What follows belongs to an exercise in optimizing a design on an open flow for small area and a short achievable clock period; a production flow would make more cautious choices. RTL that was checked went through simulation tests only; none was proved equivalent to the original. Power figures rest on the tool's default switching activity, not on a simulated workload.

== indigo ==
==> flow/design.v (excerpt) <==
module rx_queue_map_top (
    input  wire        clk,
    input  wire        rst,
    input  wire [5:0]  reg_wr_addr,
    input  wire [31:0] reg_wr_data,
    input  wire [3:0]  reg_wr_strb,
    input  wire        reg_wr_en,
    output wire        reg_wr_wait,
    output wire        reg_wr_ack,
    input  wire [5:0]  reg_rd_addr,
    input  wire        reg_rd_en,
    output wire [31:0] reg_rd_data,
    output wire        reg_rd_wait,
    output wire        reg_rd_ack,
    input  wire [6:0]  s_axil_awaddr,
    input  wire [2:0]  s_axil_awprot,
    input  wire        s_axil_awvalid,
    output wire        s_axil_awready,
    input  wire [31:0] s_axil_wdata,
    input  wire [3:0]  s_axil_wstrb,
    input  wire        s_axil_wvalid,
    output wire        s_axil_wready,
    output wire [1:0]  s_axil_bresp,
    output wire        s_axil_bvalid,
    input  wire        s_axil_bready,
    input  wire [6:0]  s_axil_araddr,
    input  wire [2:0]  s_axil_arprot,
    input  wire        s_axil_arvalid,
    output wire        s_axil_arready,
    output wire [31:0] s_axil_rdata,
    output wire [1:0]  s_axil_rresp,
    output wire        s_axil_rvalid,
    input  wire        s_axil_rready,
    input  wire [0:0]  req_id,
    input  wire [8:0]  req_dest,
    input  wire [31:0] req_hash,
    input  wire [7:0]  req_tag,
    input  wire        req_valid,
    output wire [7:0]  resp_queue,
    output wire [7:0]  resp_tag,
    output wire        resp_valid
);
Size in the first run: ~2800 cells after synthesis, ~1200 flip-flops, about 260 I/O pins, about 0.045 mm^2 of cells after synthesis.
clock: 6.0 ns
lec_check: 0
cap_margin: 20
core_margin: 2
core_utilization: 45
place_density: 0.6
setup_slack_margin: 3.5
slew_margin: 20
standard.sh (not shown) runs the stock make flow with config.mk's settings and CLKGATE_MAP_FILE= SYNTH_SCRIPT=/design/flow/synth_recipe.tcl, a recipe that flattens the netlist after the stock synthesis.
==> flow/flow/run.sh <==
#!/bin/bash
# Standard ORFS layout (the standard.sh, unchanged synthesis) with:
#  - port buffers made of buf_2 instead of the resizer's default pick
#  - repair allowed to change cell footprints (so port buffers can be resized)
# The make output goes to flow_make.log; every ORFS step keeps its own log
# under orfs/logs/.
set -euo pipefail
bash standard.sh \
  MATCH_CELL_FOOTPRINT=0 \
  "BUFFER_PORTS_ARGS=-buffer_cell sky130_fd_sc_hd__buf_2" \
  finish > flow_make.log 2>&1
indigo went all the way through the flow, and no timing, DRC or antenna check failed.
What umber does differently from indigo at the input level:
==> flow/run.sh (new file) <==
#!/bin/bash
# synth_recipe.tcl (not shown) runs the flow's synth.tcl, then flattens the netlist and writes it again
# the make line also repeats each setting of config.mk as NAME=value (left out here)
make -C /OpenROAD-flow-scripts/flow DESIGN_CONFIG=/design/flow/config.mk WORK_HOME=/design/flow/orfs CLKGATE_MAP_FILE= SYNTH_SCRIPT=/design/flow/synth_recipe.tcl finish
removed: flow/flow/run.sh
removed: flow/standard.sh
Results
Changes observed in umber relative to indigo: total sequential power about even, overall global routing resource usage saw an increase, count of endpoints failing hold in the final timing report has remained practically unchanged.
Taking indigo as the reference, in umber setup slack after layout down 0.018 ns, sequential share of layout area down 1.1 points.
indigo and umber ended up with nearly the same final hold slack.
No functional check of the RTL was part of any run of this note.

== the reference run ==
Another version of the RTL of rx_queue_map_top (not shown whole).
For scale: roughly 3100 cells after synthesis, ~1300 flip-flops, ~260 I/O pins.
// rx_queue_map_top
module rx_queue_map_top (
    input  wire        clk,
    input  wire        rst,
    input  wire [5:0]  reg_wr_addr,
    input  wire [31:0] reg_wr_data,
    input  wire [3:0]  reg_wr_strb,
    input  wire        reg_wr_en,
    output wire        reg_wr_wait,
    output wire        reg_wr_ack,
    input  wire [5:0]  reg_rd_addr,
    input  wire        reg_rd_en,
    output wire [31:0] reg_rd_data,
    output wire        reg_rd_wait,
    output wire        reg_rd_ack,
    input  wire [6:0]  s_axil_awaddr,
    input  wire [2:0]  s_axil_awprot,
    input  wire        s_axil_awvalid,
    output wire        s_axil_awready,
    input  wire [31:0] s_axil_wdata,
    input  wire [3:0]  s_axil_wstrb,
    input  wire        s_axil_wvalid,
    output wire        s_axil_wready,
    output wire [1:0]  s_axil_bresp,
    output wire        s_axil_bvalid,
    input  wire        s_axil_bready,
    input  wire [6:0]  s_axil_araddr,
    input  wire [2:0]  s_axil_arprot,
    input  wire        s_axil_arvalid,
    output wire        s_axil_arready,
    output wire [31:0] s_axil_rdata,
    output wire [1:0]  s_axil_rresp,
    output wire        s_axil_rvalid,
    input  wire        s_axil_rready,
    input  wire [0:0]  req_id,
    input  wire [8:0]  req_dest,
    input  wire [31:0] req_hash,
    input  wire [7:0]  req_tag,
    input  wire        req_valid,
    output wire [7:0]  resp_queue,
    output wire [7:0]  resp_tag,
    output wire        resp_valid
);
clock: 6.0 ns
lec_check: 0
cap_margin: 20
core_margin: 2
core_utilization: 60
place_density: 0.75
setup_slack_margin: 3.6
slew_margin: 20
tns_end_percent: 5
==> flow/flow/run.sh <==
#!/bin/bash
# Layout flow: the standard.sh (ORFS, the standard flow's synthesis script) with
#  - an area-recovering ABC mapping script (combinational logic only; the
#    registers are mapped by dfflibmap before ABC, exactly as in the
#    standard synthesis),
#  - buf_2 port buffers, repair free to change cell footprints,
#  - a clock tree with larger sink clusters and no dummy loads.
# make's output goes to flow_make.log; each ORFS step keeps its own log under
# orfs/logs/.
set -euo pipefail
W=$PWD
rm -rf "$W/scripts_abc"
cp -r "$FLOW_HOME/scripts" "$W/scripts_abc"
cp "$W/flow/abc_speed.script" "$W/scripts_abc/abc_speed.script"
bash standard.sh \
  "SCRIPTS_DIR=$W/scripts_abc" \
  MATCH_CELL_FOOTPRINT=0 \
  "BUFFER_PORTS_ARGS=-buffer_cell sky130_fd_sc_hd__buf_2" \
  "CTS_ARGS=-sink_clustering_enable -repair_clock_nets -dont_use_dummy_load -sink_clustering_size 20 -sink_clustering_max_diameter 100" \
  finish > flow_make.log 2>&1
==> flow/flow/abc_speed.script <==
&get -n
&st
&dch
&nf -R 1000
&put
The reference run | status: complete | timing, DRC, antenna: pass
Modified inputs, the trial run compared to the reference run
- CORE_UTILIZATION now 50, was 60
- PLACE_DENSITY now 0.7, was 0.75
Findings:
Both conditions hold for the trial run: the flow ran to the end and the final layout passed the timing, design-rule and antenna checks. In the flow results for the reference run and the trial run, the register fraction of the total cell area is larger on the reference run. Relative to the reference run, clock power share has increased by 0.4 points in the trial run. Looking at worst setup margin, the trial run sits 0.0034 ns lower than the reference run does. When the final numbers for the reference run and the trial run were put side by side, the overall routed net length turned out to be smaller in the trial run.

xenon:
rx_queue_map_top again, from the RTL that the note above started with.
==> flow/design.v (excerpt) <==
module rx_queue_map_top (
    input  wire        clk,
    input  wire        rst,
    input  wire [5:0]  reg_wr_addr,
    input  wire [31:0] reg_wr_data,
    input  wire [3:0]  reg_wr_strb,
    input  wire        reg_wr_en,
    output wire        reg_wr_wait,
    output wire        reg_wr_ack,
    input  wire [5:0]  reg_rd_addr,
    input  wire        reg_rd_en,
    output wire [31:0] reg_rd_data,
    output wire        reg_rd_wait,
    output wire        reg_rd_ack,
    input  wire [6:0]  s_axil_awaddr,
    input  wire [2:0]  s_axil_awprot,
    input  wire        s_axil_awvalid,
    output wire        s_axil_awready,
    input  wire [31:0] s_axil_wdata,
    input  wire [3:0]  s_axil_wstrb,
    input  wire        s_axil_wvalid,
    output wire        s_axil_wready,
    output wire [1:0]  s_axil_bresp,
    output wire        s_axil_bvalid,
    input  wire        s_axil_bready,
    input  wire [6:0]  s_axil_araddr,
    input  wire [2:0]  s_axil_arprot,
    input  wire        s_axil_arvalid,
    output wire        s_axil_arready,
    output wire [31:0] s_axil_rdata,
    output wire [1:0]  s_axil_rresp,
    output wire        s_axil_rvalid,
    input  wire        s_axil_rready,
    input  wire [0:0]  req_id,
    input  wire [8:0]  req_dest,
    input  wire [31:0] req_hash,
    input  wire [7:0]  req_tag,
    input  wire        req_valid,
    output wire [7:0]  resp_queue,
    output wire [7:0]  resp_tag,
    output wire        resp_valid
);
Settings: LEC_CHECK=0, CAP_MARGIN=20, CORE_MARGIN=2, CORE_UTILIZATION=50, PLACE_DENSITY=0.7, SETUP_SLACK_MARGIN=3.3, SLEW_MARGIN=20, TNS_END_PERCENT=5; clock period 6.0 ns.
Scripts as last shown in full above: flow/flow/run.sh, flow/flow/abc_speed.script
xenon finished all stages; the layout is clean.
Changes in cedar relative to xenon:
Settings: SETUP_SLACK_MARGIN now 3.45, was 3.3.
Findings:
Compared with xenon, cedar shows count of TritonRoute iterations in the first routing pass higher by 3.
Status: area added between synthesis and finish parity (cedar, xenon)
xenon and cedar ended up with roughly the same internal power of the cells.
| design area | cedar vs xenon | ≈ equal |
Diff cedar..xenon | sequential share of layout area | negligible

rx_queue_map_top again, from the RTL that the note above started with.
==> flow/config.mk <==
export PLATFORM = sky130hd
export DESIGN_NAME = rx_queue_map_top
export DESIGN_NICKNAME = rx_queue_map_top
export VERILOG_FILES = /design/flow/design.v
export SDC_FILE = /design/flow/constraint.sdc
export NUM_CORES = 4
export LEC_CHECK = 0
export CAP_MARGIN = 20
export CORE_MARGIN = 2
export CORE_UTILIZATION = 50
export PLACE_DENSITY = 0.7
export SETUP_SLACK_MARGIN = 3.6
export SLEW_MARGIN = 20
export TNS_END_PERCENT = 5
==> flow/constraint.sdc <==
create_clock -name core_clock -period 6.0 [get_ports {clk}]
set_input_delay 1.2000 -clock core_clock [delete_from_list [all_inputs] [get_ports {clk}]]
set_output_delay 1.2000 -clock core_clock [all_outputs]
set_load 0.01 [all_outputs]
==> flow/flow/abc_speed.script <==
&get -n
&st
&dch
&nf -R 1000
&put
buffer -c
topo
stime -c
upsize -c
dnsize -c
Scripts as last shown in full above: flow/flow/run.sh
The starting point finished clean.
==> next run, changes <==
--- a/flow/flow/run.sh
+++ b/flow/flow/run.sh
@@ -18,3 +18,3 @@
   "BUFFER_PORTS_ARGS=-buffer_cell sky130_fd_sc_hd__buf_2" \
-  "CTS_ARGS=-sink_clustering_enable -repair_clock_nets -dont_use_dummy_load -sink_clustering_size 20 -sink_clustering_max_diameter 100" \
+  "CTS_ARGS=-sink_clustering_enable -repair_clock_nets -dont_use_dummy_load -sink_clustering_size 25 -sink_clustering_max_diameter 100" \
   finish > flow_make.log 2>&1
==> flow/flow/abc_speed.script (replaced) <==
&get -n
&st
&dch
&nf -R 1000
&put
Outcome: Cell count falls by 1.0%. Critical path depth stays the same. Hold slack gets better by 0.0074 ns. Sequential share of layout area came out higher by 0.65 points. Total power goes down by 4.5%. Design area is lower by 1.1%. Global-route usage grows by 0.26 points. Die area goes down by 2.4%. Fmax is higher by 0.91%. Setup slack is better by 0.023 ns. Routed wire length came out lower by 2.3%.
==> next run, changes <==
--- a/flow/flow/run.sh
+++ b/flow/flow/run.sh
@@ -18,3 +18,3 @@
   "BUFFER_PORTS_ARGS=-buffer_cell sky130_fd_sc_hd__buf_2" \
-  "CTS_ARGS=-sink_clustering_enable -repair_clock_nets -dont_use_dummy_load -sink_clustering_size 25 -sink_clustering_max_diameter 100" \
+  "CTS_ARGS=-sink_clustering_enable -repair_clock_nets -dont_use_dummy_load -sink_clustering_size 20 -sink_clustering_max_diameter 100" \
   finish > flow_make.log 2>&1
--- a/flow/config.mk
+++ b/flow/config.mk
@@ -9,4 +9,4 @@
 export CORE_MARGIN = 2
-export CORE_UTILIZATION = 50
-export PLACE_DENSITY = 0.7
+export CORE_UTILIZATION = 45
+export PLACE_DENSITY = 0.6
 export SETUP_SLACK_MARGIN = 3.6
The changed run completed without violations.
Synthesized area stays the same.
Critical path depth is unchanged.
Utilization is lower by 5.1 points.
==> next run, changes <==
--- a/flow/config.mk
+++ b/flow/config.mk
@@ -9,6 +9,6 @@
 export CORE_MARGIN = 2
-export CORE_UTILIZATION = 45
-export PLACE_DENSITY = 0.6
-export SETUP_SLACK_MARGIN = 3.6
+export CORE_UTILIZATION = 50
+export PLACE_DENSITY = 0.7
+export SETUP_SLACK_MARGIN = 3.8
 export SLEW_MARGIN = 20
-export TNS_END_PERCENT = 5
+export TNS_END_PERCENT = 20
Effect: Setup slack gains 0.037 ns. Maximum frequency rose by about 1.5%. Worst hold slack gains 0.021 ns. First-iteration DRC count fell by about 0.6%. Clock skew stays flat. Area after synthesis is unchanged. Critical path depth stays the same. Clock-buffer cell count stays the same. Total power went down by 0.59%. Global-route usage falls by 0.12 points.

Setup of v25:
Another version of the RTL of rx_queue_map_top (not shown whole).
Size: roughly 3100 cells after synthesis, about 260 I/O pins.
clock: 6.0 ns
lec_check: 0
cap_margin: 20
core_margin: 2
core_utilization: 50
place_density: 0.7
setup_slack_margin: 3.6
slew_margin: 20
tns_end_percent: 5
==> flow/flow/run.sh <==
#!/bin/bash
# Layout flow: the standard.sh (ORFS, the standard flow's synthesis script) with
#  - an area-recovering ABC mapping script (combinational logic only; the
#    registers are mapped by dfflibmap before ABC, exactly as in the
#    standard synthesis),
#  - buf_2 port buffers, repair free to change cell footprints,
#  - a clock tree with larger sink clusters and no dummy loads.
# make's output goes to flow_make.log; each ORFS step keeps its own log under
# orfs/logs/.
set -euo pipefail
W=$PWD
rm -rf "$W/scripts_abc"
cp -r "$FLOW_HOME/scripts" "$W/scripts_abc"
cp "$W/flow/abc_speed.script" "$W/scripts_abc/abc_speed.script"
bash standard.sh \
  "SCRIPTS_DIR=$W/scripts_abc" \
  MATCH_CELL_FOOTPRINT=0 \
  "BUFFER_PORTS_ARGS=-buffer_cell sky130_fd_sc_hd__buf_2" \
  "CTS_ARGS=-sink_clustering_enable -repair_clock_nets -dont_use_dummy_load -sink_clustering_size 25 -sink_clustering_max_diameter 100" \
  finish > flow_make.log 2>&1
==> flow/flow/abc_speed.script <==
&get -n
&st
&dch
&nf -R 1000
&put
v25 did not stop at any stage, and its layout met the timing, design-rule and antenna checks.
### v25 -> v12
-- flow/flow/run.sh --
<<< v25, line 18
  "BUFFER_PORTS_ARGS=-buffer_cell sky130_fd_sc_hd__buf_2" \
  "CTS_ARGS=-sink_clustering_enable -repair_clock_nets -dont_use_dummy_load -sink_clustering_size 25 -sink_clustering_max_diameter 100" \
  finish > flow_make.log 2>&1
>>> v12, line 18
  "BUFFER_PORTS_ARGS=-buffer_cell sky130_fd_sc_hd__buf_2" \
  "CTS_ARGS=-sink_clustering_enable -repair_clock_nets -dont_use_dummy_load -sink_clustering_size 20 -sink_clustering_max_diameter 100" \
  finish > flow_make.log 2>&1
Findings:
Diff v25 -> v12: static leakage power shows an increase of 1.2%; data required time of the critical path shows no meaningful change. The higher logic gate share of total power of v25 and v12 is in v25. On routing usage on met1, v25 and v12 are neck and neck. The total clock network power in v12 was higher than what v25 gave. Of the two candidates, v25 has the worse shortest period the worst path allows and v12 the better one. Overall power of the completed layout delta (v12 − v25): unfavourable. Going from v25 to v12, the final instance count without filler cells was found to have gone up by 16. There was hardly any difference in number of max-cap violations between v12 and v25. Comparing v12 against v25, there is no change at all in cell area after synthesis.

==> static timing again, ports no longer ideal <==
Ports are ideal in the flow. The routed layouts listed here were re-timed in OpenROAD.
Step 1 sets driving cells, clkbuf_16 on the clock port and buf_2 on the other inputs (assumed; they add their load-dependent delay and slew).
Step 2 times the ports against the registers' clock, not the clock port: input delays grow and output delays shrink by t, the midpoint of the rising clock arrivals with the driver on.
Slacks: ideal ports / drivers / drivers and shift; pairs: ideal ports / drivers.
run | t (ns) | setup WS [ns] | worst data-port slew with drivers (ns) | cell pins on the clock port's net
indigo | 0.768 | 3.493 / 3.456 / 2.786 | 0.15 | 1
umber | 0.767 | 3.475 / 3.448 / 2.789 | 0.10 | 1
the reference run | 0.682 | 3.508 / 3.443 / 3.077 | 0.06 | 1
the trial run | 0.684 | 3.504 / 3.435 / 3.141 | 0.06 | 1
xenon | 0.680 | 3.349 / 3.349 / 3.122 | 0.06 | 1
cedar | 0.682 | 3.444 / 3.436 / 3.132 | 0.06 | 1
the first run of note 4 | 0.684 | 3.470 / 3.409 / 3.049 | 0.12 | 1
the second run of note 4 | 0.719 | 3.492 / 3.424 / 3.118 | 0.06 | 1
the third run of note 4 | 0.684 | 3.475 / 3.406 / 3.112 | 0.06 | 1
the fourth run of note 4 | 0.693 | 3.512 / 3.444 / 3.113 | 0.07 | 1
v25 | 0.729 | 3.604 / 3.535 / 2.998 | 0.04 | 1
v12 | 0.713 | 3.608 / 3.537 / 3.084 | 0.04 | 1
After both steps every run listed still meets setup and hold. The setup slack of indigo, which loses most, moves by -0.037 ns with the drivers and by -0.707 ns with both steps.
